This design comes from an exercise in tuning for small area, a short achievable clock period and few clock cycles per item on the open sky130 flow, not from production work.
Function was checked by simulation only, so behaviour that the tests miss may differ from the original.
Power and IR drop assume default switching activity.

Setup of run 1:
Design bin2BCD, start of the top module:
module bin2BCD(
    input           clk,
    input           rst,
    input           en,
    input   [11:0]  bin_d_in,
    output  [15:0]  bcd_d_out,
    output          rdy
    );
    function [3:0] add3;
        input [3:0] d;
        reg o3;
        begin
            o3 = d[3] | (d[2] & (d[1] | d[0]));
            add3[3] = o3;
            add3[2] = (d[2] & ~d[1] & ~d[0]) | (d[3] & d[0]);
            add3[1] = (d[3] & ~d[0]) | (d[1] & ~d[2]) | (d[1] & d[0]);
            add3[0] = d[0] ^ o3;
        end
    endfunction
    function [27:0] step;
        input [27:0] x;
        begin
            step = {add3(x[27:24]), add3(x[23:20]), add3(x[19:16]), add3(x[15:12]), x[11:0]} << 1;
        end
    endfunction
    reg  [27:0] s1, s2;
    reg  [24:10] mid;
    reg         result_rdy;
    integer i;
    always @(*) begin
        s1 = {16'b0, bin_d_in};
        for (i = 0; i < 10; i = i + 1)
            s1 = step(s1);
    end
    always @(posedge clk) begin
        mid        <= s1[24:10];
        result_rdy <= en & ~rst;
    end
    always @(*) begin
        s2 = 28'b0;
        s2[24:10] = mid;
        for (i = 10; i < 12; i = i + 1)
            s2 = step(s2);
    end
    assign bcd_d_out = s2[27:12];
    assign rdy       = result_rdy;
endmodule
Size: roughly 16 flip-flops, about 32 I/O pins, roughly 0.0012 mm2 of cells after synthesis.
clock: 5.0 ns
lec_check: 0
abc_area: 1
cap_margin: 20
core_margin: 2
core_utilization: 40
place_density: 0.8
setup_slack_margin: 2.6
slew_margin: 20
tns_end_percent: 0
standard.sh (not shown) runs the stock make flow with config.mk's settings and CLKGATE_MAP_FILE= SYNTH_SCRIPT=/design/flow/synth_recipe.tcl, a recipe that flattens the netlist after the stock synthesis.
==> flow/flow/run.sh <==
#!/bin/bash
# Standard ORFS layout with two changes: the port buffers are buf_1, and
# synthesis maps the logic with the ABC script in flow/abc_area.script (a variant of ORFS's area script)
# (a copy of ORFS's scripts folder with only that file replaced).
set -euo pipefail
export BUFFER_PORTS_ARGS="-buffer_cell sky130_fd_sc_hd__buf_1"
export SETUP_MOVE_SEQUENCE="sizeup,swap"
rm -rf scripts_mod
cp -r "$FLOW_HOME/scripts" scripts_mod
cp flow/abc_area.script scripts_mod/abc_area.script
bash standard.sh SCRIPTS_DIR="$PWD/scripts_mod" synth > flow_synth.log 2>&1
bash standard.sh finish > flow_make.log 2>&1
==> flow/flow/abc_area.script <==
strash
dch
if -K 4
mfs -W 8
strash
dch
map -B 0.9
topo
stime -c
buffer -c
upsize -c
dnsize -c
Run 1 reached the end of the flow, and the finished layout is clean on the timing, design-rule and antenna checks.
Testbench counts of run 1, summed over its fixed seeds: cycles 8,000, items 4,000.
#### Input delta (run 2 over run 1)
- an added GPL_ROUTABILITY_DRIVEN of 0
- a deleted SETUP_SLACK_MARGIN that had been 2.6
- an added GPL_TIMING_DRIVEN of 0
- a deleted PLACE_DENSITY that had been 0.8
- a deleted TNS_END_PERCENT that had been 0
diff --git a/flow/flow/run.sh b/flow/flow/run.sh
--- a/flow/flow/run.sh
+++ b/flow/flow/run.sh
@@ -6,3 +6,2 @@
 export BUFFER_PORTS_ARGS="-buffer_cell sky130_fd_sc_hd__buf_1"
-export SETUP_MOVE_SEQUENCE="sizeup,swap"
 rm -rf scripts_mod
Notes after the runs:
Run 2 ended up with met4 as its top layer used by detailed routing; run 1 ended up with met3.
[compare] base=run 1 new=run 2: register share of total power saw little to no change, area taken by multi-input logic gates saw a decrease, final worst-path setup slack saw a decrease, multi-input logic portion of the cell area saw a decrease, clock power saw an increase.
Delta(total power consumption of the routed design, run 2 - run 1) < 0
Maximum frequency, run 2 and run 1, higher one = run 1.
[run 2] via count of the first global-routing pass fell about 14% relative to run 1
Run 2 vs run 1: total power divided by cell area up by a little under 10%
Compared with run 1, in run 2 relative contribution of the clock network to total power has increased; global-route total usage across every layer lower.
Inputs modified between run 2 and run 3:
- clearing GPL_TIMING_DRIVEN, which used to be 0
- clearing GPL_ROUTABILITY_DRIVEN, which used to be 0
- swapping 40 for 47 in CORE_UTILIZATION
[summary]
Against run 2, power in run 3 rose slightly. The number of non-clock buffers in the layout of run 3 is lower than that of run 2. Looking only at sequential share of layout area, and setting everything else aside, the lower value of run 3 and run 2 goes to run 2. Diff run 3 and run 2: required time reported for the critical path endpoint lower in run 3. Diff run 2 -> run 3: worst hold slack shows an increase of 0.0065 ns; starting utilization of the core area has increased; synthesized cell count held steady; floorplan die width moved down. Total stage count of the critical path, run 3 and run 2: larger value in run 3. In run 3, the first-iteration DRC count came out about 30% below the value in run 2.
#### Input delta (run 4 over run 3)
- swapping 47 for 40 in CORE_UTILIZATION
==> flow/flow/abc_area.script <==
strash
dch
if -K 4
mfs -W 8
strash
dch
map -B 0.9
topo
stime -c
upsize -c
dnsize -c
[summary]
Looking at run 3 and run 4, the clock network contribution to total cell area is a wash. Lower starting utilization of the core area among run 3 and run 4: run 4. Compared with run 3, run 4 shows worst setup margin lower by 0.015 ns. Final area: run 3 vs run 4, no meaningful difference. Fraction of layout instances using a drive strength above 1: run 3 and run 4 compared, higher one is run 4. Run 4: utilization 9.3 points below run 3. | filler-free cell count of the finished design | higher: run 4 |. In terms of total power, run 3 and run 4 differ only marginally. Area added between synthesis and finish for run 4: 0.31 points up relative to run 3. Min count of buffer and inverter cells on the critical path across run 3 and run 4: run 3. Between run 4 and run 3, the worst hold slack figures differ only marginally.
> inputs changed (run 4 -> run 5)
==> flow/run.sh (new file) <==
#!/bin/bash
# synth_recipe.tcl (not shown) runs the flow's synth.tcl, then flattens the netlist and writes it again
# the make line also repeats each setting of config.mk as NAME=value (left out here)
make -C /OpenROAD-flow-scripts/flow DESIGN_CONFIG=/design/flow/config.mk WORK_HOME=/design/flow/orfs CLKGATE_MAP_FILE= SYNTH_SCRIPT=/design/flow/synth_recipe.tcl finish
removed: flow/flow/run.sh
removed: flow/flow/abc_area.script
removed: flow/standard.sh
### Flow results
- Looking at the reports, run 5 completed the entire flow and the layout it produced met the timing, design-rule and antenna checks.
- Run comparison: run 5 commonest non-fill, non-tap cell in the layout sky130_fd_sc_hd__inv_1; run 4 commonest non-fill, non-tap cell in the layout sky130_fd_sc_hd__nand2_1
- Run 4 has lower final hold slack than run 5.
- Run 5 against run 4: number of signal-net inverters in the final layout went up by 8.3%; length of routed met2 wiring went up by 49%.
- Going from run 4 to run 5, wire length the detailed router placed on met1 grew by more than 10%.
- Layout clock buffer count, run 5 and run 4: smaller value in run 5
- Comparing run 5 and run 4, the lower global-route track usage on met1 was measured on run 4.
- Sequential fraction of the synthesis area, run 5 and run 4: larger value in run 4
- In run 5, the first-iteration DRC count came out 2 below the value in run 4.
- The run with more routed wire is run 5, not run 4.
- Between run 5 and run 4, it is run 5 whose largest net degree at the start of global routing is lower, by 1.
Relative to run 5, the following input files were edited for run 6:
==> flow/flow/run.sh (new file) <==
#!/bin/bash
# Standard ORFS layout with two changes: the port buffers are buf_1, and
# synthesis maps the logic with the ABC script in flow/abc_area.script (a variant of ORFS's area script)
# (a copy of ORFS's scripts folder with only that file replaced).
set -euo pipefail
export BUFFER_PORTS_ARGS="-buffer_cell sky130_fd_sc_hd__buf_1"
rm -rf scripts_mod
cp -r "$FLOW_HOME/scripts" scripts_mod
cp flow/abc_area.script scripts_mod/abc_area.script
bash standard.sh SCRIPTS_DIR="$PWD/scripts_mod" synth > flow_synth.log 2>&1
bash standard.sh finish > flow_make.log 2>&1
==> flow/flow/abc_area.script (new file) <==
strash
balance
dch
if -K 4
mfs -W 12
strash
dch -f
map -B 0.9
topo
stime -c
buffer -c
upsize -c
dnsize -c
==> flow/standard.sh (new file) <==
#!/bin/bash
# synth_recipe.tcl (not shown) runs the flow's synth.tcl, then flattens the netlist and writes it again
# the make line also repeats each setting of config.mk as NAME=value (left out here)
make -C /OpenROAD-flow-scripts/flow DESIGN_CONFIG=/design/flow/config.mk WORK_HOME=/design/flow/orfs CLKGATE_MAP_FILE= SYNTH_SCRIPT=/design/flow/synth_recipe.tcl "${@:-finish}"
removed: flow/run.sh
### Flow results
Summary: final wirelength, run 6 better than run 5
Run 5 has higher net count after synthesis than run 6.
Re layout buffering overhead excluding clock cells: run 6 and run 5 aren't equal, and the lower value belongs to run 6.
Run 6 vs run 5, met2 global-route usage went down by 8.1 points.
NOTE final design area excluding fillers run 5->run 6 decreased by more than 10%
From run 5 to run 6 the numbers moved as follows: number of placed instances with taps included fell by 3, synthesized cell count fell by about 1.4%.
Die: run 6 smaller than run 5
Run 6 reached the final stage; the timing, design-rule and antenna checks on its layout passed.
Summary of run 6 over run 5: area taken by multi-input logic gates saw a decrease; effective utilization at floorplan saw a decrease.
Diff run 5 -> run 6 | total met2 wirelength after detailed routing | decrease of 31%

what the ideal ports hide:
How much do the figures lean on ideal ports? The routed layouts below were timed once more, with nothing changed but the port constraints.
Step 1 assumes that a clkbuf_16 drives the clock port and a buf_2 every other input.
Step 2 also shifts input and output timing later by t, the mid clock arrival at the registers, as if the neighbouring blocks saw the same clock.
Three values: no drivers, after step 1, after step 2; two values: the first two.
run | shift t [ns] | slack for setup (ns) | latest minus earliest clock arrival (ns)
run 1 | 0.280 | 2.221 / 2.188 / 1.908 | 0.004 / 0.003
run 2 | 0.297 | 2.100 / 2.100 / 1.803 | 0.010 / 0.010
run 3 | 0.295 | 2.066 / 2.062 / 1.766 | 0.003 / 0.003
run 4 | 0.294 | 2.050 / 2.029 / 1.857 | 0.002 / 0.002
run 5 | 0.301 | 1.604 / 1.598 / 1.297 | 0.005 / 0.005
run 6 | 0.297 | 2.108 / 2.086 / 1.813 | 0.002 / 0.002
After both steps every run listed still meets setup and hold. For run 1, which loses most, drivers alone change the setup slack by -0.033 ns; drivers and shift together by -0.313 ns.
